Source: an optimization exercise on an open RTL-to-GDS flow (aim: small area, a short achievable clock period and few clock cycles). Production flows keep margins and buffers that such runs may drop. Function was checked by simulation only, so behaviour that the tests miss may differ from the original. Power and IR drop assume default switching activity.

[design/flow/design.v]
localparam LUI      = 7'b0110111;
localparam AUIPC    = 7'b0010111;
localparam JAL      = 7'b1101111;
localparam JALR     = 7'b1100111;
localparam BRANCH   = 7'b1100011;
localparam LOAD     = 7'b0000011;
localparam STORE    = 7'b0100011;
localparam IMM_OP   = 7'b0010011;
localparam REG_OP   = 7'b0110011;
localparam ADD = 6'b 000_000;
localparam SUB = 6'b 001_000;
localparam SLL = 6'b 000_001;
localparam SLT = 6'b 000_010;
localparam SLTU= 6'b 000_011;
localparam XOR = 6'b 000_100;
localparam SRL = 6'b 000_101;
localparam SRA = 6'b 001_101;
localparam OR  = 6'b 000_110;
localparam AND = 6'b 000_111;
localparam ANDN= 6'b 001_111;
localparam ORN = 6'b 001_110;
localparam XNOR= 6'b 001_100;
localparam MIN = 6'b 001_010;
localparam MINU= 6'b 001_011;
localparam MAX = 6'b 011_110;
localparam MAXU= 6'b 011_111;
localparam ROR = 6'b 101_100;
localparam ROL = 6'b 101_110;
localparam CLZ   = 6'b 011_000;
localparam CTZ   = 6'b 011_001;
localparam CPOP  = 6'b 011_010;
localparam SEXTB = 6'b 011_100;
localparam SEXTH = 6'b 011_101;
localparam ZEXTH = 6'b 111_101;
localparam ORCB  = 6'b 010_111;
localparam REV8  = 6'b 011_011;
localparam CLMUL = 6'b 100_001;
localparam CLMULH= 6'b 100_011;
localparam CLMULR= 6'b 100_010;
localparam BCLR  = 6'b 101_001;
localparam BEXT  = 6'b 101_101;
localparam BINV  = 6'b 111_001;
localparam BSET  = 6'b 110_001;
    localparam BEQ   = 6'b 000000;
    localparam BNE   = 6'b 000001;
    localparam BLT   = 6'b 000100;
    localparam BGE   = 6'b 000101;
    localparam BLTU  = 6'b 000110;
    localparam BGEU  = 6'b 000111;
    localparam BNONE = 6'b 000010;
function logic [31:0] orcb32(logic [31:0] x);
    logic [31:0] out;
    for(int i =0; i < 32; i+= 8)
        out[i +:8] = x[i +:8] == 0 ? 8'h00 : 8'hff;
    orcb32 = out;
endfunction
function logic [31:0] rev8_32(logic [31:0] x);
    logic [31:0] out;
    for(int i =0; i < 32; i+= 8)
        out[i +:8] = x[24 - i +:8];
    rev8_32 = out;
endfunction
module IF   (
    input logic clk,
    input logic reset_n,
    input logic stall,
    input logic jump,
    input logic[31:0] jumpaddr,
    input logic[31:0] pc_id,
    output logic[31:0] i_addr
);
     localparam LUI      = 7'b0110111;
localparam AUIPC    = 7'b0010111;
localparam JAL      = 7'b1101111;
localparam JALR     = 7'b1100111;
localparam BRANCH   = 7'b1100011;
localparam LOAD     = 7'b0000011;
localparam STORE    = 7'b0100011;
localparam IMM_OP   = 7'b0010011;
localparam REG_OP   = 7'b0110011;
    logic [31:0] PC;
    always @(*)
        if (jump)
            i_addr = jumpaddr;
        else if (stall)
            i_addr = pc_id;
        else
            i_addr = PC;
    always @(posedge clk)
        if(!reset_n)
            PC <= 32'h00000000;
        else begin
            if(!stall)
                PC <= i_addr + 32'd4;
        end
endmodule
module ID   (
    input logic[31:0] instr,
    output logic[4:0] rs1,
    output logic[4:0] rs2,
    output logic[4:0] rd,
    output logic[31:0] imm,
    output logic[6:0] opcode,
    output logic[5:0] op,
    output logic[1:0] barrel_shift,
    output logic [1:0] ldsz,
    output logic       ldsx,
    output logic      ill
);
     localparam LUI      = 7'b0110111;
localparam AUIPC    = 7'b0010111;
localparam JAL      = 7'b1101111;
localparam JALR     = 7'b1100111;
localparam BRANCH   = 7'b1100011;
localparam LOAD     = 7'b0000011;
localparam STORE    = 7'b0100011;
localparam IMM_OP   = 7'b0010011;
localparam REG_OP   = 7'b0110011;
     localparam ADD = 6'b 000_000;
localparam SUB = 6'b 001_000;
localparam SLL = 6'b 000_001;
localparam SLT = 6'b 000_010;
localparam SLTU= 6'b 000_011;
localparam XOR = 6'b 000_100;
localparam SRL = 6'b 000_101;
localparam SRA = 6'b 001_101;
localparam OR  = 6'b 000_110;
localparam AND = 6'b 000_111;
localparam ANDN= 6'b 001_111;
localparam ORN = 6'b 001_110;
localparam XNOR= 6'b 001_100;
localparam MIN = 6'b 001_010;
localparam MINU= 6'b 001_011;
localparam MAX = 6'b 011_110;
localparam MAXU= 6'b 011_111;
localparam ROR = 6'b 101_100;
localparam ROL = 6'b 101_110;
localparam CLZ   = 6'b 011_000;
localparam CTZ   = 6'b 011_001;
localparam CPOP  = 6'b 011_010;
localparam SEXTB = 6'b 011_100;
localparam SEXTH = 6'b 011_101;
localparam ZEXTH = 6'b 111_101;
localparam ORCB  = 6'b 010_111;
localparam REV8  = 6'b 011_011;
localparam CLMUL = 6'b 100_001;
localparam CLMULH= 6'b 100_011;
localparam CLMULR= 6'b 100_010;
localparam BCLR  = 6'b 101_001;
localparam BEXT  = 6'b 101_101;
localparam BINV  = 6'b 111_001;
localparam BSET  = 6'b 110_001;
    assign opcode = instr[6:0];
    wire [2:0] func3 = instr[14:12];
    wire [6:0] func7 = instr[31:25];
    wire [4:0] func5 = instr[24:20];
    always_comb begin
        ill = 0;
        case(opcode)
            LUI   : ;
            AUIPC : ;
            JAL   : ;
            JALR  : ill = (func3 != 3'b0);
            BRANCH: ill = (func3 == 3'b010 || func3 == 3'b011);
            LOAD  : ill = (func3 == 3'b011 || func3 == 3'b111 || func3 == 3'b110);
            STORE : ill = (func3 >  3'b010);
            IMM_OP: begin
                case(func3)
                    3'b001: ill = (func7 != 7'b0000000);
                    3'b101: ill = (func7 != 7'b0000000 && func7 != 7'b0100000);
                    default: ;
                endcase
            end
            REG_OP: begin
                    ill = 1;
                case(func3)
                    3'b000: ill  = (func7 != 7'b0000000 && func7 != 7'b0100000);
                    3'b101: ill  = (func7 != 7'b0000000 && func7 != 7'b0100000);
                    default:ill  = (func7 != 7'b0000000);
                endcase
            end
            default: ill = 1;
        endcase
        barrel_shift = 0;
        if(opcode == REG_OP && func7 == 7'b0010000) begin
            ill = 0;
            case(func3) 
                3'b010: barrel_shift = 1;
                3'b100: barrel_shift = 2;
                3'b110: barrel_shift = 3;
                default: ill = 1;
            endcase
        end
        if(opcode == REG_OP && func7 == 7'b 0100000) begin
            ill = 0;
            case(func3)
                3'b111:   ;
                3'b110:   ;
                3'b100:   ;
                3'b000:   ;
                3'b101:   ;
                default: ill = 1;
            endcase
        end
        else if(opcode == IMM_OP && func3[1:0] == 2'b01) begin
            if(func7 == 7'b 0010100) begin
                ill = 0;
                casez({func5, func3})
                    8'b 00111_101:   ;
                    8'b zzzzz_001:   ;
                    default: ill = 1;
                endcase
            end
            else if(func7 == 7'b 0110100) begin
                ill = 0;
                casez({func5, func3})
                    8'b 11000_101:   ;
                    8'b zzzzz_001:  ;
                    default: ill = 1;
                endcase
            end
            else if(func7 == 7'b 0110000) begin
                ill = 0;
                if(func3 == 3'b 001)
                    case(func5)
                        5'b 00000:  ;
                        5'b 00001:  ;
                        5'b 00010:  ;
                        5'b 00100:  ;
                        5'b 00101:  ;
                        default: ill = 1;
                    endcase
                else if(func3 == 3'b 101)
                    ill = 0; 
                else
                    ill = 1;
            end
            else if(func7 == 7'b 0100100) begin
                ill = 0;
                case(func3)
                    3'b 001:  ;
                    3'b 101:  ;
                    default: ill = 1;
                endcase
            end
        end
        else if(opcode == REG_OP) begin
            if(func7 == 7'b 0000101) begin
                ill = 0;
                case(func3)
                    3'b 001:  ;
                    3'b 011:  ;
                    3'b 010:  ;
                    3'b 110:  ;
                    3'b 111:  ;
                    3'b 100:  ;
                    3'b 101:  ;
                    default: ill = 1;
                endcase
            end
            else if(func7 == 7'b 0100100) begin
                ill = 0;
                case(func3)
                    3'b 001:  ;
                    3'b 101:  ;
                    default: ill = 1;
                endcase 
            end
            else if(func7 == 7'b 0010100) begin
                ill = 0;
                case(func3)
                    3'b 001:  ;
                    default: ill = 1;
                endcase
            end
            else if(func7 == 7'b 0110100) begin
                ill = 0;
                case(func3) 
                    3'b 001:  ;
                    default: ill = 1;
                endcase
            end
            else if(func7 == 7'b 0110000) begin
                ill = 0;
                case(func3) 
                    3'b 001:  ;
                    3'b 101:  ;
                    default: ill = 1;
                endcase
            end
            else if(func7 == 7'b 0000100) begin
                if(func3 == 3'b 100 && rs2 == 5'b0)
                    ill = 0;
                else
                    ill = 1;
            end
        end
    end
    always_comb begin
        case(func3)
            3'b 000:   {ldsx,ldsz} = 3'b1_00;
            3'b 001:   {ldsx,ldsz} = 3'b1_01;
            3'b 010:   {ldsx,ldsz} = 3'b0_11;
            3'b 100:   {ldsx,ldsz} = 3'b0_00;
            3'b 101:   {ldsx,ldsz} = 3'b0_01;
            default: {ldsx,ldsz} = 3'b0_00;
        endcase
    end
    always @(*) begin
        if (opcode == IMM_OP) begin
            if(func3[1:0] == 2'b01)
                op = {1'b0, func7[4], func7[5], func3};
            else
                op = {3'b0, func3};
        end
        else if(opcode == REG_OP) begin
            op = {1'b0, func7[4], func7[5], func3};
        end
        else
            op = {3'b0, func3};
        if((opcode == IMM_OP && func3[1:0] == 2'b01) || opcode == REG_OP) begin
            if(func7 == 7'b 0010000)
                op = 0;  
            else if(func7 == 7'b 0110000) begin
                casez ({opcode == IMM_OP, func3, func5})
                    9'b z_101_zzzzz: op = ROR;  
                    9'b 0_001_zzzzz: op = ROL;  
                    9'b 1_001_00000: op = CLZ;   
                    9'b 1_001_00001: op = CTZ;   
                    9'b 1_001_00010: op = CPOP;  
                    9'b 1_001_00100: op = SEXTB;
                    9'b 1_001_00101: op = SEXTH;
                    default: op = ADD;
                endcase
            end
            else if(func7 == 7'b 0010100) begin
                if(func3[2]) 
                    op[2:0] = 3'b111;
                else begin  
                    op[2:0] = 3'b001;
                    op[5] = 1'b1;
                end
            end
            else if(func7 == 7'b 0110100) begin
                if(func3[2])  
                    op[2:0] = 3'b011;
                else begin 
                    op[2:0] = 3'b001;
                    op[5] = 1'b1;
                end
            end
            else if(func7 == 7'b 0000101) begin
                casez (func3)
                    7'b 001: op = CLMUL;
                    7'b 011: op = CLMULH;
                    7'b 010: op = CLMULR;
                    7'b 110: op = MAX;
                    7'b 111: op = MAXU;
                    7'b 100: op = MIN;
                    7'b 101: op = MINU;
                    default: op = ADD;
                endcase 
            end
            else if(func7 == 7'b 0000100) begin
                op = ZEXTH;
            end
            if(func7 == 7'b 0100100)
                op[5] = 1'b1;  
        end
    end
    always @(*)
        if (!(opcode == LUI || opcode == AUIPC || opcode == JAL))
            rs1 = instr[19:15];
        else
            rs1 = 5'h00;
    always @(*)
        if (opcode == BRANCH || opcode == STORE || opcode == REG_OP)
            rs2 = instr[24:20];
        else
            rs2 = 5'h00;
    always @(*)
        if (!(opcode == BRANCH || opcode == STORE))
            rd = instr[11:7];
        else
            rd = 5'h00;
    always @(*)
        if (opcode == LUI || opcode == AUIPC)
            imm = {instr[31:12], 12'h000};
        else if (opcode == JAL)
            imm = {{12{instr[31]}}, instr[19:12], instr[20], instr[30:21], 1'b0};
        else if (opcode == BRANCH)
            imm = {{20{instr[31]}}, instr[7], instr[30:25], instr[11:8], 1'b0};
        else if (opcode == STORE)
            imm = {{21{instr[31]}}, instr[30:25], instr[11:7]};
        else if (opcode == LOAD || opcode == JALR || opcode == IMM_OP)
            imm = {{21{instr[31]}}, instr[30:20]};
        else
            imm = 32'd0;
endmodule
module clmul(
    input  clk,
    input  resetn,
    input  start,
    input  stall,
    output eoc,
    input [31:0] A, 
    input [31:0] B,
    output [63:0] res
);
wire [63:0] A_ext = {32'b0, A};
logic [63:0] its [0:31];
localparam IT_PER_CYCLE = 8;
localparam STALL_CYC_COUNT = 32 / IT_PER_CYCLE;
localparam STATE_BITS = $clog2(STALL_CYC_COUNT + 1);
wire [63:0] mul_parts [0:IT_PER_CYCLE - 1];
logic [63:0] acc;
logic [63:0] acc_A;
logic [31:0] acc_B;
logic [STATE_BITS - 1:0] state;
generate
    genvar i;
    for(i = 0; i < IT_PER_CYCLE; i++) begin: gen_mul_parts
        assign mul_parts[i] = acc_A << i;
    end
endgenerate
logic [63:0] acc_next;
always_comb begin
    acc_next = acc;
    for(int i = 0; i < IT_PER_CYCLE; i++)
        acc_next = acc_B[i] ? acc_next ^ mul_parts[i] : acc_next;
end
always_ff @(posedge clk)
    if(!resetn) begin
        acc   <= '0;
        acc_A <= '0;
        acc_B <= '0;
        state <= '0;
    end else begin
        if(!stall)  begin
            if(start) begin
                acc   <= '0;
                acc_A <= {32'h0, A};
                acc_B <= B;
                state <= STALL_CYC_COUNT;
            end
            else begin
                acc   <= acc_next;
                acc_A <= acc_A << IT_PER_CYCLE;
                acc_B <= acc_B >> IT_PER_CYCLE;
                if(state != 0)
                    state <= state - 1;
            end
        end
    end
assign eoc = state == 0 && !start;
assign res = acc_next;
endmodule
module cpop(
    input [31:0] x,
    output [5:0] res
);
logic [2:0] add_part0 [0:7];
logic [3:0] add_part1 [0:3];
logic [4:0] add_part2 [0:1];
logic [5:0] bitsum;
wire  [3:0] x_parts  [0:7];
generate
    genvar i;
    for(i = 0; i < 8; i++) begin: gen_x_parts
        assign x_parts[i] = x[4 * i +:4];
    end
endgenerate
assign res = bitsum;
always_comb begin
    for(int i = 0; i < 8; i++)
        add_part0[i] = (x_parts[i][0] + x_parts[i][1])
                     + (x_parts[i][2] + x_parts[i][3]);
    for(int i = 0; i < 4; i++)
        add_part1[i] = add_part0[2 * i]
                     + add_part0[2 * i + 1];
    for(int i = 0; i < 2; i++)
        add_part2[i] = add_part1[2 * i]
                     + add_part1[2 * i + 1];
    bitsum = add_part2[0] + add_part2[1];
end 
endmodule
module ctz(
    input  [31:0] x,
    output [ 5:0] res
);
logic [2:0] ctz0[0: 7];  
logic [3:0] ctz1[0: 3];  
logic [4:0] ctz2[0: 1];  
logic [5:0] ctz3;        
wire  [3:0] x_parts  [0:7];
generate
    genvar i;
    for(i = 0; i < 8; i++) begin: gen_x_parts
        assign x_parts[i] = x[4 * i +:4];
    end
endgenerate
assign res = ctz3;
always_comb begin
    for(int i = 0; i < 8; i++)
        case(x_parts[i])
            4'b 0000:   ctz0[i] = 3'b 100;
            4'b 0001:   ctz0[i] = 3'b 000;
            4'b 0010:   ctz0[i] = 3'b 001;
            4'b 0011:   ctz0[i] = 3'b 000;
            4'b 0100:   ctz0[i] = 3'b 010;
            4'b 0101:   ctz0[i] = 3'b 000;
            4'b 0110:   ctz0[i] = 3'b 001;
            4'b 0111:   ctz0[i] = 3'b 000;
            4'b 1000:   ctz0[i] = 3'b 011;
            4'b 1001:   ctz0[i] = 3'b 000;
            4'b 1010:   ctz0[i] = 3'b 001;
            4'b 1011:   ctz0[i] = 3'b 000;
            4'b 1100:   ctz0[i] = 3'b 010;
            4'b 1101:   ctz0[i] = 3'b 000;
            4'b 1110:   ctz0[i] = 3'b 001;
            4'b 1111:   ctz0[i] = 3'b 000;
        endcase
    for(int i = 0; i < 4; i++)
        if(ctz0[2 * i] == 3'h4)
            ctz1[i] = ctz0[2 * i + 1] + 3'h4;
        else
            ctz1[i] = {1'b0, ctz0[2 * i]};
    for(int i = 0; i < 2; i++)
        if(ctz1[2 * i] == 4'h8)
            ctz2[i] = ctz1[2 * i + 1] + 4'h8;
        else
            ctz2[i] = {1'b0, ctz1[2 * i]};
    if(ctz2[0] == 5'h10)
        ctz3 = ctz2[1] + 5'h10;
    else
        ctz3 = {1'b0, ctz2[0]};
end
endmodule
module EX(
          input clk, reset_n,
          input logic[4:0] rs1,
          input logic[4:0] rs2,
          output logic[31:0] rs1_value,
          output logic[31:0] rs2_value,
          input            ext_stall,
          input logic[4:0] rd_WB,
          input logic[31:0] res_WB,
          input logic[31:0] imm,
          input logic[5:0] op_EX,
          input logic[6:0] opcode_EX,
          input logic[1:0] barrel_shift,
          input logic[31:0] PC,
          input logic[4:0] rd_MEM,  
          input logic[31:0] res_MEM,
          input      [ 1:0] ldsz,
          output     [ 1:0] ldshift,
          output logic[31:0] res,
          output logic[31:0] x2_EX,
          output logic       stall_req,
          output logic       trap
        );
    reg [31:0] regs[31:0];
    logic [31:0] Op1;
    logic [31:0] Op2;
    logic [31:0] x1;
     localparam LUI      = 7'b0110111;
localparam AUIPC    = 7'b0010111;
localparam JAL      = 7'b1101111;
localparam JALR     = 7'b1100111;
localparam BRANCH   = 7'b1100011;
localparam LOAD     = 7'b0000011;
localparam STORE    = 7'b0100011;
localparam IMM_OP   = 7'b0010011;
localparam REG_OP   = 7'b0110011;
function logic [31:0] orcb32(logic [31:0] x);
    logic [31:0] out;
    for(int i =0; i < 32; i+= 8)
        out[i +:8] = x[i +:8] == 0 ? 8'h00 : 8'hff;
    orcb32 = out;
endfunction
function logic [31:0] rev8_32(logic [31:0] x);
    logic [31:0] out;
    for(int i =0; i < 32; i+= 8)
        out[i +:8] = x[24 - i +:8];
    rev8_32 = out;
endfunction
    assign rs1_value = x1;
    assign rs2_value = x2_EX;
    always @(*)
    begin
        if (rs1 != 5'd0)
        begin
            if (rd_MEM == rs1)
                x1 = res_MEM;
            else if (rd_WB == rs1)
                x1 = res_WB;
            else 
                x1 = regs[rs1];
        end
        else 
            x1 = regs[rs1];
        if (rs2 != 5'd0)
        begin
            if (rd_MEM == rs2)
                x2_EX = res_MEM;
            else if (rd_WB == rs2)
                x2_EX = res_WB;
            else 
                x2_EX = regs[rs2];
        end
        else 
            x2_EX = regs[rs2];
    end
    always @(*)
        if(opcode_EX == IMM_OP 
        || opcode_EX == LUI 
        || opcode_EX == AUIPC
        || opcode_EX == JALR 
        || opcode_EX == LOAD 
        || opcode_EX == STORE)
                Op2 = imm;
            else
                Op2 = x2_EX;
    assign Op1 = (opcode_EX == AUIPC) ? PC : x1;
    always @(posedge clk) begin
        if(!reset_n) begin
            int i;
            for(i = 0; i < 32; i++)
                regs [i] <= '0;
        end
        else begin
            if (rd_WB != 0)
            regs [rd_WB] <= res_WB;
        end
    end
    wire [31:0] sum = (Op1 << barrel_shift) + Op2;
         localparam BEQ   = 6'b 000000;
    localparam BNE   = 6'b 000001;
    localparam BLT   = 6'b 000100;
    localparam BGE   = 6'b 000101;
    localparam BLTU  = 6'b 000110;
    localparam BGEU  = 6'b 000111;
    localparam BNONE = 6'b 000010;
     localparam ADD = 6'b 000_000;
localparam SUB = 6'b 001_000;
localparam SLL = 6'b 000_001;
localparam SLT = 6'b 000_010;
localparam SLTU= 6'b 000_011;
localparam XOR = 6'b 000_100;
localparam SRL = 6'b 000_101;
localparam SRA = 6'b 001_101;
localparam OR  = 6'b 000_110;
localparam AND = 6'b 000_111;
localparam ANDN= 6'b 001_111;
localparam ORN = 6'b 001_110;
localparam XNOR= 6'b 001_100;
localparam MIN = 6'b 001_010;
localparam MINU= 6'b 001_011;
localparam MAX = 6'b 011_110;
localparam MAXU= 6'b 011_111;
localparam ROR = 6'b 101_100;
localparam ROL = 6'b 101_110;
localparam CLZ   = 6'b 011_000;
localparam CTZ   = 6'b 011_001;
localparam CPOP  = 6'b 011_010;
localparam SEXTB = 6'b 011_100;
localparam SEXTH = 6'b 011_101;
localparam ZEXTH = 6'b 111_101;
localparam ORCB  = 6'b 010_111;
localparam REV8  = 6'b 011_011;
localparam CLMUL = 6'b 100_001;
localparam CLMULH= 6'b 100_011;
localparam CLMULR= 6'b 100_010;
localparam BCLR  = 6'b 101_001;
localparam BEXT  = 6'b 101_101;
localparam BINV  = 6'b 111_001;
localparam BSET  = 6'b 110_001;
    wire [63:0] clmul;
    wire [ 5:0] cpop;
    wire [ 5:0] ctz;
    wire [ 5:0] clz;
    wire clmul_stall_req;
    wire clmul_comp = opcode_EX == REG_OP && 
                        (op_EX == CLMUL 
                      || op_EX == CLMULH 
                      || op_EX == CLMULR);
    (* keep *) wire clmul_done;
    logic clmul_running;
    always_ff @(posedge clk)
        if(!reset_n)
            clmul_running <= 0;
        else begin
            if(!ext_stall) begin
                if(clmul_comp)
                    clmul_running <= 1;
                if(!clmul_stall_req)
                    clmul_running <= 0;
            end
        end
    wire clmul_start = clmul_comp && !clmul_running;
    assign clmul_stall_req = clmul_comp && !clmul_done;
    clmul clmul_i(
        .clk   (clk    ),
        .resetn(reset_n),
        .start (clmul_start),
        .stall (ext_stall),
        .eoc   (clmul_done),
        .A     (Op1    ),
        .B     (Op2    ),
        .res   (clmul  )
    );
    cpop cpop_i(
        .x  (Op1 ),
        .res(cpop)
    );
    ctz ctz_0(
        .x  (Op1),
        .res(ctz)
    );
    assign stall_req = clmul_stall_req;
    wire [31:0] Op1_rev;
    ctz ctz_1(
        .x  (Op1_rev),  
        .res(clz)
    );
    generate
        genvar i;
        for(i = 0; i < 32; i++) begin: gen_Op1_rev
            assign Op1_rev[i] = Op1[31 - i];
        end
    endgenerate
    wire less          = $signed(Op1) <  $signed(Op2);
    wire greater_or_eq = $signed(Op1) >= $signed(Op2);
    wire less_u          = Op1 <  Op2;
    wire greater_or_eq_u = Op1 >= Op2;
    wire [4:0] shl_op2 = (op_EX == ROR) ? (32 - Op2[4:0]) : Op2[4:0];
    wire [4:0] shr_op2 = (op_EX == ROL) ? (32 - Op2[4:0]) : Op2[4:0];
    wire shr_arithmetic = op_EX == SRA;
    wire [31:0] shl_op1 = (op_EX == BCLR ||
                           op_EX == BINV ||
                           op_EX == BSET) ? 1 : Op1;
    wire [31:0] shl = shl_op1 << shl_op2;
    logic [31:0] shr;
    always_comb
        if(shr_arithmetic)
            shr = $signed(Op1) >>> shr_op2;
        else
            shr = Op1 >> shr_op2;
    always @(*) begin
        trap = 0;
        if (opcode_EX == BRANCH) begin
            res = (op_EX == BEQ && Op1 == Op2 ||
                   op_EX == BNE && Op1 != Op2 ||
                   op_EX == BLT && less  ||
                   op_EX == BGE && greater_or_eq  ||
                   op_EX == BLTU && less_u ||
                   op_EX == BGEU && greater_or_eq_u) ? 1 : 0;
            trap = (imm[1:0] != 0) && res[0];
        end
        else if (opcode_EX == IMM_OP || opcode_EX == REG_OP)
            begin
                case(op_EX)
                    SUB :  res = Op1 - Op2;
                    SLL :  res = shl;
                    SLT :  res = less ? 1 : 0;
                    SLTU:  res = (less_u) ? 1 : 0;
                    XOR :  res = Op1 ^ Op2;
                    SRL :  res = shr;
                    SRA :  res = shr;
                    OR  :  res = Op1 | Op2;
                    AND :  res = Op1 & Op2;
                    ORN  : res = Op1 |~Op2;
                    ANDN : res = Op1 &~Op2;
                    XNOR : res = ~(Op1 ^ Op2);
                    CLZ  : res = {26'h0, clz};
                    CTZ  : res = {26'h0, ctz};
                    CPOP : res = {26'h0, cpop};
                    SEXTB: res = $signed(Op1[ 7:0]);
                    SEXTH: res = $signed(Op1[15:0]);
                    ZEXTH: res = {16'h0, Op1[15:0]};
                    ORCB : res = orcb32(Op1);
                    REV8 : res = rev8_32(Op1);
                    CLMUL: res = clmul[31: 0];
                    CLMULH:res = clmul[63:32];
                    CLMULR:res = clmul[62:31];
                    MAX  : res = less   ? Op2 : Op1;
                    MAXU : res = less_u ? Op2 : Op1;
                    MIN  : res = less   ? Op1 : Op2;
                    MINU : res = less_u ? Op1 : Op2;
                    ROR  : res = shl | shr;
                    ROL  : res = shl | shr;
                    BCLR : res = Op1 & ~shl;
                    BEXT : res = {31'b0, shr[0]};
                    BINV : res = Op1 ^ shl;
                    BSET : res = Op1 | shl;
                    default   : res = sum;
                endcase
            end
        else if(opcode_EX == AUIPC)
            res = sum;
        else if (opcode_EX == LUI)
            begin
                res  = sum;
                trap = res[1:0] != 0;
            end
        else if(opcode_EX == LOAD || opcode_EX == STORE) begin
            res = sum & ~32'b11;
            trap = (ldsz == 2'b01) && (sum[0:0] != 0)   
                || (ldsz == 2'b11) && (sum[1:0] != 0);  
        end
        else if(opcode_EX == JALR)
            begin
                res = sum & ~32'b01;
                trap = res[1:0] != 0;
            end
        else if(opcode_EX == JAL) begin
            res  = imm;
            trap = imm[1:0] != 0;
        end
        else
            res = imm;
    end
    assign ldshift = sum[1:0];
endmodule
module MEM  (
        input logic[31:0] x2,
        input logic[31:0] res,
        input logic[6:0] opcode,
        input [1:0] load_shift,
        output logic[31:0] d_data_write,
        output logic[31:0] d_address,
        output logic d_write_enable
    );
     localparam LUI      = 7'b0110111;
localparam AUIPC    = 7'b0010111;
localparam JAL      = 7'b1101111;
localparam JALR     = 7'b1100111;
localparam BRANCH   = 7'b1100011;
localparam LOAD     = 7'b0000011;
localparam STORE    = 7'b0100011;
localparam IMM_OP   = 7'b0010011;
localparam REG_OP   = 7'b0110011;
    always @(*) begin
        d_data_write = x2 << (8 * load_shift);
        d_address = res;
        d_write_enable = (opcode == STORE);
    end
endmodule
module WB   (
    input [31:0] d_data_read,
    input [31:0] res,
    input [31:0] PC,
    input [6:0] opcode,
    input [1:0] load_shift,
    input [1:0] load_size,
    input       load_sign_extend,
    output logic[31:0] xd
);
     localparam LUI      = 7'b0110111;
localparam AUIPC    = 7'b0010111;
localparam JAL      = 7'b1101111;
localparam JALR     = 7'b1100111;
localparam BRANCH   = 7'b1100011;
localparam LOAD     = 7'b0000011;
localparam STORE    = 7'b0100011;
localparam IMM_OP   = 7'b0010011;
localparam REG_OP   = 7'b0110011;
    (* keep *) wire [31:0] load_val = d_data_read >> ({load_shift, 3'b000});
    (* keep *) wire [31:0] lw_val   = load_val;
    (* keep *) wire [15:0] lh_val   = load_val[15:0];
    (* keep *) wire [ 7:0] lb_val   = load_val[ 7:0];
    always @(*)
        if (opcode == JAL || opcode == JALR)
            xd = PC + 32'd4;
        else if(opcode == LOAD) begin
            casez({load_sign_extend, load_size})
                3'b1_01:   xd = $signed(lh_val);
                3'b0_01:   xd = {16'h0, lh_val};
                3'b1_00:   xd = $signed(lb_val);
                3'b0_00:   xd = {24'h0, lb_val};
                3'bZ_11:   xd =         lw_val ;
                default:   xd =   lw_val ;
            endcase
        end
        else
            xd = res;
endmodule
module RISC (
    input logic            clk,
    input logic            reset_n,
    output logic [31:0] d_address,
    input logic [31:0]  d_data_read,
    output logic [31:0] d_data_write,
    output logic [ 3:0] d_data_wstrb,
    output logic        d_write_enable,
    input logic         d_data_valid,
    output logic [31:0] i_address,
    input logic [31:0]  i_data_read,
    input logic         i_data_valid
    );
localparam NRET = 1;
localparam ILEN = 32;
localparam XLEN = 32;
localparam LUI      = 7'b0110111;
localparam AUIPC    = 7'b0010111;
localparam JAL      = 7'b1101111;
localparam JALR     = 7'b1100111;
localparam BRANCH   = 7'b1100011;
localparam LOAD     = 7'b0000011;
localparam STORE    = 7'b0100011;
localparam IMM_OP   = 7'b0010011;
localparam REG_OP   = 7'b0110011;
    logic kill_to_EX;
    logic kill_to_EX_q;
    wire ex_stall;
    wire ext_ex_stall;
    wire stall_req_EX;
    wire ill_ID;
    logic ill_EX;
    wire trap_EX;
    logic trap;
    wire trap_trigger_EX = (ill_EX || trap_EX) && !ex_stall && !kill_to_EX_q;
    always_ff @(posedge clk) begin
        if(!reset_n)
            trap <= 0;
        else begin
            if(trap_trigger_EX)
                trap <= 1;
        end
    end
    always_ff @(posedge clk) begin
        if(!reset_n)
            kill_to_EX_q <= '0;
        else
            kill_to_EX_q <= kill_to_EX;
    end
    logic started;
    always_ff @(posedge clk) begin
        if(!reset_n)
            started <= 1'b0;
        else
            started <= 1'b1;
    end
    logic[31:0] PC_IF;
    logic[31:0] PC_ID;
    logic[31:0] PC_EX;
    logic[31:0] PC_MEM;
    logic[31:0] PC_WB;
    logic[4:0] rd_ID;
    logic[4:0] rd_EX;
    logic[4:0] rd_MEM;
    logic[4:0] rd_WB;
    logic[6:0] opcode_ID;
    logic[6:0] opcode_EX;
    logic[6:0] opcode_MEM;
    logic[6:0] opcode_WB;
    logic[5:0] op_ID;
    logic[5:0] op_EX;
    wire [1:0] barrel_shift_ID;
    logic[1:0] barrel_shift_EX;
    wire [1:0] ldsz_ID;
    wire       ldsx_ID;
    wire  [1:0] ldshift_EX;
    logic [1:0] ldsz_EX;
    logic       ldsx_EX;
    logic [1:0] ldshift_MEM;
    logic [1:0] ldsz_MEM;
    logic       ldsx_MEM;
    logic [1:0] ldshift_WB;
    logic [1:0] ldsz_WB;
    logic       ldsx_WB;
    always @(posedge clk) begin
        if(!reset_n) begin
            PC_ID  <= '0;
            {ill_EX, opcode_EX, PC_EX,  rd_EX}  <= '0;
            {opcode_MEM, PC_MEM, rd_MEM} <= '0;
            {opcode_WB, PC_WB,  rd_WB}  <= '0;
            {ldsz_EX, ldsx_EX}     <= '0;
            {ldshift_MEM, ldsz_MEM, ldsx_MEM}  <= '0;
            {ldshift_WB, ldsz_WB, ldsx_WB}     <= '0;
        end else begin
            if(!ex_stall) begin
                PC_ID <= PC_IF;
                {ldsz_EX, ldsx_EX}     <= {ldsz_ID, ldsx_ID};
                if(kill_to_EX)
                    {barrel_shift_EX, ill_EX, opcode_EX, op_EX, PC_EX, rd_EX}  <= '0;
                else
                    {barrel_shift_EX, ill_EX, opcode_EX, op_EX, PC_EX, rd_EX} 
                 <= {barrel_shift_ID, ill_ID, opcode_ID, op_ID, PC_ID, rd_ID};
                {opcode_MEM, PC_MEM, rd_MEM} <= {opcode_EX, PC_EX,  rd_EX};
            end
            else
                {opcode_MEM, PC_MEM, rd_MEM} <= '0;
            {ldshift_MEM, ldsz_MEM, ldsx_MEM}  <= {ldshift_EX, ldsz_EX, ldsx_EX};
            {ldshift_WB, ldsz_WB, ldsx_WB}     <= {ldshift_MEM, ldsz_MEM, ldsx_MEM};
            {opcode_WB, PC_WB,  rd_WB}  <= {opcode_MEM, PC_MEM, rd_MEM};
        end
    end
    logic[4:0] rs1_ID;
    logic[4:0] rs1_EX;
    wire [31:0] rs1_value_EX;
    wire [31:0] rs2_value_EX;
    logic[4:0] rs2_ID;
    logic[4:0] rs2_EX;
    logic[31:0] imm_ID;
    logic[31:0] imm_IFEX;
    logic[31:0] x2_EX;
    logic[31:0] x2_MEM;
    logic[31:0] res_EX;
    logic[31:0] res_MEM;
    logic[31:0] res_WB;
    always @(posedge clk) begin
        if(!reset_n) begin
            rs1_EX  <= '0;
            rs2_EX  <= '0;
            imm_IFEX<= '0;
            x2_MEM  <= '0;
            res_MEM <= '0;
            res_WB <= '0;
        end else begin
            if(kill_to_EX)
                {rs1_EX, rs2_EX, imm_IFEX} <= '0;
            else if(!ex_stall) begin
                rs1_EX   <= rs1_ID;
                rs2_EX   <= rs2_ID;
                imm_IFEX <= imm_ID;
            end
            if(!ex_stall)
            {x2_MEM, res_MEM} <= {x2_EX, res_EX};
            else
                {x2_MEM, res_MEM} <= '0;
            res_WB  <= res_MEM;
        end
    end
    wire [31:0] jump_addr_EX;
    wire jump_EX;
    assign jump_addr_EX = (opcode_EX == JALR) ? res_EX : PC_EX + imm_IFEX;
    assign jump_EX = !ex_stall && !trap && (
       opcode_EX == JAL
     || opcode_EX == JALR
     ||(opcode_EX == BRANCH && res_EX[0]));
    logic ex_stall_q;
    always @(posedge clk) begin
        if(!reset_n)
            ex_stall_q <= '0;
        else
            ex_stall_q <= ex_stall;
    end
    assign ext_ex_stall = (opcode_MEM == LOAD) && (rs1_EX == rd_MEM || rs2_EX == rd_MEM);
    assign ex_stall = stall_req_EX || ext_ex_stall;
    assign kill_to_EX = jump_EX || trap || trap_trigger_EX || !started;
    IF IF_module    (
            .clk(clk),
            .reset_n(reset_n),
            .stall(ex_stall),
            .jump(jump_EX),
            .jumpaddr(jump_addr_EX),
            .pc_id(PC_ID),
            .i_addr(PC_IF)
    );
    assign i_address = PC_IF;
    ID ID_module    (
            .instr(i_data_read),
            .rs1(rs1_ID),
            .rs2(rs2_ID),
            .rd(rd_ID),
            .imm(imm_ID),
            .opcode(opcode_ID),
            .op(op_ID),
            .barrel_shift(barrel_shift_ID),
            .ldsz(ldsz_ID), 
            .ldsx(ldsx_ID),
            .ill(ill_ID)
    );
    logic[31:0] xd_WB;
    EX EX_module    (
            .clk(clk),
            .reset_n(reset_n),
            .rs1(rs1_EX),
            .rs2(rs2_EX),
            .rs1_value(rs1_value_EX),
            .rs2_value(rs2_value_EX),
            .ext_stall(ext_ex_stall),
            .barrel_shift(barrel_shift_EX),
            .rd_WB(rd_WB),
            .rd_MEM(rd_MEM),
            .res_MEM(res_MEM),
            .res_WB(xd_WB),
            .imm(imm_IFEX),
            .op_EX(op_EX),
            .opcode_EX(opcode_EX),
            .PC(PC_EX),
            .ldsz(ldsz_EX), 
            .ldshift(ldshift_EX),
            .res(res_EX),
            .x2_EX(x2_EX),
            .stall_req(stall_req_EX),
            .trap(trap_EX)
    );
    MEM MEM_module  (
            .x2(x2_MEM),
            .res(res_MEM),
            .opcode(opcode_MEM),
            .load_shift(ldshift_MEM),
            .d_data_write(d_data_write),
            .d_address(d_address),
            .d_write_enable(d_write_enable)
    );
    WB WB_module    (
            .d_data_read(d_data_read),
            .res(res_WB),
            .PC(PC_WB),
            .opcode(opcode_WB),
            .load_shift(ldshift_WB),
            .load_size(ldsz_WB),
            .load_sign_extend(ldsx_WB),
            .xd(xd_WB)
    );
    assign d_data_wstrb = (opcode_MEM == STORE) ?
        {ldsz_MEM[1], ldsz_MEM[1], ldsz_MEM[0], 1'b1} << ldshift_MEM : 4'b0;
endmodule
[design/flow/run.sh]
#!/bin/bash
# synth_recipe.tcl (not shown) runs the flow's synth.tcl, then flattens the netlist and writes it again
# the make line also repeats each setting of config.mk as NAME=value (left out here)
make -C /OpenROAD-flow-scripts/flow DESIGN_CONFIG=/design/flow/config.mk WORK_HOME=/design/flow/orfs CLKGATE_MAP_FILE= SYNTH_SCRIPT=/design/flow/synth_recipe.tcl finish
[design/flow/config.mk]
export PLATFORM = sky130hd
export DESIGN_NAME = RISC
export DESIGN_NICKNAME = RISC
export VERILOG_FILES = /design/flow/design.v
export SDC_FILE = /design/flow/constraint.sdc
export NUM_CORES = 4
export LEC_CHECK = 0
export CAP_MARGIN = 20
export CORE_MARGIN = 2
export CORE_UTILIZATION = 40
export SLEW_MARGIN = 20
[design/flow/constraint.sdc]
create_clock -name core_clock -period 16.0 [get_ports {clk}]
set_input_delay 3.2000 -clock core_clock [delete_from_list [all_inputs] [get_ports {clk}]]
set_output_delay 3.2000 -clock core_clock [all_outputs]
set_load 0.01 [all_outputs]
==> results.txt <==
-- worst paths after layout --
path | from | end | slack [ns] | depth (start not counted)
worst min-delay path | PC_MEM[30] | PC_WB[30] | 0.41 | 1
worst max-delay path | d_data_read[31] | i_address[22] | 1.06 | 31
worst min register to register | PC_MEM[30] | PC_WB[30] | 0.41 | 1
worst max register to register | opcode_WB[2] | res_MEM[1] | 3.92 | 34
-- cell type report --
class | instances | area share
timing repair buffer | 558 | 0.0425
tap | 3312 | 0.0373
antenna | 12 | 0.000271
sequential | 1555 | 0.374
inverter | 167 | 0.00574
multi-input combinational | 7773 | 0.488
clock buffer | 239 | 0.0433
clock inverter | 84 | 0.00904
-- report_power, final --
| part | total, W | switching, W | internal [W] |
|---|---|---|---|
| clock network | 0.00416 | 0.00185 | 0.00231 |
| registers | 0.00446 | 0.0000764 | 0.00439 |
| logic | 0.00370 | 0.00245 | 0.00125 |
| total | 0.0123 | 0.00438 | 0.00795 |
-- layer usage --
metal  vias to the layer above  routed length (µm)
met5                         -                 123
met1                     44900              181000
li1                      37500                   -
met2                      6647              213000
met4                        18               43100
met3                      1738               62400
-- critical path, delay by kind of cell --
kind / cells / cell delay (ns)
buf+inv: 8 / 2.32
simple gates: 7 / 1.45
mux: 1 / 0.57
compound gates: 14 / 3.66
fa+ha+maj: 1 / 0.49
-- state kept, by name (all words and copies together), names as in the netlist, 30 cells and up, named ones only --
| signal | count |
|---|---|
| EX_module.regs | 1024 |
| EX_module.clmul_i.acc | 64 |
| EX_module.clmul_i.acc_A | 64 |
| EX_module.clmul_i.acc_B | 32 |
| PC_EX | 32 |
| PC_ID | 32 |
| PC_MEM | 32 |
| PC_WB | 32 |
| imm_IFEX | 32 |
| res_MEM | 32 |
| res_WB | 32 |
| x2_MEM | 32 |
| IF_module.PC | 30 |
-- through the flow --
| stage | hold slack [ns] | total power [W] | worst slack [ns] | std cells | instance area (µm²) |
|---|---|---|---|---|---|
| 5_1_grt | 0.408 | 0.0127 | 0.954 | 13700 | 111000 |
| 3_3_place_gp | 0.414 | 0.00807 | 1.31 | 13400 | 105000 |
| 4_1_cts | 0.381 | 0.0122 | 1.24 | 13700 | 111000 |
| 3_5_place_dp | 0.418 | 0.00808 | 1.26 | 13400 | 105000 |
| 6_report | 0.408 | 0.0123 | 1.06 | 13700 | 111000 |
| 2_1_floorplan | 0.412 | 0.00668 | 3.51 | 10400 | 99400 |
==> results.txt <==
# TYPE chip_impl_metric gauge
chip_impl_info{name="unrepaired_setup_endpoints_after_global_routing",value="no"} 1
chip_impl_metric{name="final_hold_viol_count",unit=""} 0
chip_impl_metric{name="globalRouteOverflowTotal",unit=""} 0
chip_impl_metric{name="portBuffers",unit=""} 166
chip_impl_info{name="path_class",value="in -> out"} 1
chip_impl_metric{name="ctsResizeCount",unit=""} 0
chip_impl_metric{name="drt-pass1-iter-count",unit=""} 8
chip_impl_metric{name="cts.sinks",unit=""} 1555
chip_impl_info{name="endpoint_kind",value="output port"} 1
chip_impl_metric{name="detailed_place_hpwl",unit="µm"} 342000
chip_impl_metric{name="grt.met1_usage",unit=""} 0.481
chip_impl_metric{name="die_h",unit="µm"} 502
chip_impl_metric{name="grt_pass1_wl",unit="µm"} 685000
chip_impl_metric{name="antenna_found_initial",unit=""} 31
chip_impl_metric{name="floorplan.io_pins",unit=""} 169
chip_impl_metric{name="cpPeakStageDelay",unit="ns"} 0.83
chip_impl_info{name="final_cell_mix",value="sky130_fd_sc_hd__nor2_1 (1620), sky130_fd_sc_hd__nand2_1 (1116), sky130_fd_sc_hd__edfxtp_1 (1032), sky130_fd_sc_hd__mux2i_1 (551), sky130_fd_sc_hd__dfxtp_1 (506)"} 1
chip_impl_metric{name="vias_per_cell",unit=""} 6.62
chip_impl_metric{name="layout-area-overhead-vs-synth",unit="%"} 11.8
chip_impl_info{name="run_status",value="complete, no violations"} 1
chip_impl_metric{name="period_needed",unit="ns"} 14.94
chip_impl_metric{name="max-cap-violations",unit=""} 0
chip_impl_metric{name="die-area",unit="µm²"} 252000
chip_impl_metric{name="maximum_number_of_pins_on_one_net_before_global_route_repair",unit=""} 100
chip_impl_metric{name="vias",unit=""} 90800
chip_impl_metric{name="final_layout_setup_total_negative_slack",unit="ns"} 0
chip_impl_metric{name="critPathArrivalTime",unit="ns"} 11.74
chip_impl_info{name="critical_path.most_common_cell",value="sky130_fd_sc_hd__buf_4"} 1
chip_impl_metric{name="groute.layer.met2.usage",unit=""} 0.575
chip_impl_metric{name="layout.area.seq",unit="µm²"} 41500
chip_impl_metric{name="final_layout_size_suffix_gt1_frac",unit=""} 0.125
chip_impl_metric{name="rows",unit=""} 182
chip_impl_metric{name="routedWlPerCell",unit="µm"} 36.5
chip_impl_metric{name="fin_skew",unit="ns"} 0.101
chip_impl_info{name="min-delay-path-class",value="reg -> reg"} 1
chip_impl_metric{name="die_width",unit="µm"} 502
chip_impl_metric{name="syn-cell-area",unit="µm²"} 99300
chip_impl_info{name="worst_path_max_delay_cell",value="sky130_fd_sc_hd__a21oi_1"} 1
chip_impl_metric{name="critPathMaxFanout",unit=""} 33
chip_impl_metric{name="track_usage",unit=""} 0.386
chip_impl_info{name="clock-root-buffer",value="sky130_fd_sc_hd__clkbuf_16"} 1
chip_impl_metric{name="setup_viol",unit=""} 0
chip_impl_metric{name="clkTransAtPathRegs",unit="ns"} 0.06
chip_impl_metric{name="syn_area_per_cell",unit="µm²"} 9.59
chip_impl_metric{name="place.gp.congestion",unit=""} 1.08
chip_impl_metric{name="cts.repair_timing.setup_buffer_count",unit=""} 0
chip_impl_metric{name="first_global_vias",unit=""} 86500
chip_impl_metric{name="drt_iter0_drc",unit=""} 13700
chip_impl_metric{name="wirelength",unit="µm"} 500000
chip_impl_metric{name="effective_utilization_at_floorplan",unit=""} 0.403
chip_impl_metric{name="slew_viol_final",unit=""} 0
chip_impl_info{name="grt-busiest-layer",value="met2"} 1
chip_impl_metric{name="postRouteAntennaNets",unit=""} 0
chip_impl_metric{name="cts-htree-levels",unit=""} 4
chip_impl_info{name="cts_tree",value="done"} 1
chip_impl_metric{name="cellLeakagePower",unit="nW"} 36.8
chip_impl_metric{name="worst_ir_drop_vdd",unit="mV"} 0.303
chip_impl_metric{name="ys.warnings.count",unit=""} 15
chip_impl_metric{name="max_freq",unit="MHz"} 66.9
chip_impl_metric{name="worst_pin_slew",unit="ns"} 1.28
chip_impl_metric{name="timing.critical_path.required",unit="ns"} 12.80
chip_impl_metric{name="cell_pwr_density",unit="nW/µm²"} 111
chip_impl_metric{name="globalRouteMet3Util",unit=""} 0.112
chip_impl_metric{name="clockBufferDepth",unit=""} 3
chip_impl_metric{name="syn_inst",unit=""} 10400
chip_impl_metric{name="clk_latency",unit="ns"} 0.89
chip_impl_metric{name="hold_buffers",unit=""} 0
chip_impl_info{name="timing.critical_path.from_type",value="input port"} 1
chip_impl_metric{name="finalCritPeriodShare",unit=""} 0.934
chip_impl_metric{name="layout.filler_cells",unit=""} 23600
chip_impl_metric{name="cts_made_buffers",unit=""} 175
chip_impl_metric{name="multiInputGateArea",unit="µm²"} 54200
chip_impl_metric{name="core",unit="µm²"} 246000
chip_impl_metric{name="layout.core_utilization",unit=""} 0.451
chip_impl_metric{name="final_net_count",unit=""} 10400
chip_impl_metric{name="detail_route.drc_violations",unit=""} 0
chip_impl_info{name="most_common_library_cell_in_the_layout_ignoring_fill_and_taps",value="sky130_fd_sc_hd__nor2_1"} 1
chip_impl_metric{name="slew-limit-headroom",unit=""} 0.147
Testbench counts, summed over its fixed seeds: cycles 48,445.

[separate check: timing with driven ports]
Ports are ideal in the flow. The routed layout listed here was re-timed in OpenROAD.
Step 1: set_driving_cell puts a clkbuf_16 on clk and a buf_2 on each other input, an assumption about the parent block.
Step 2 also shifts input and output timing later by t, the mid clock arrival at the registers, as if the neighbouring blocks saw the same clock.
a / b / c = ideal / step 1 / step 2; a / b = the first two.
shift t [ns]: 0.941
setup slack, ns: 1.061 / 1.022 / 1.022
hold slack, ns: 0.408 / 0.408 / 0.408
After both steps setup and hold are still met in this run. For this run, drivers alone change the setup slack by -0.039 ns; drivers and shift together by -0.039 ns.
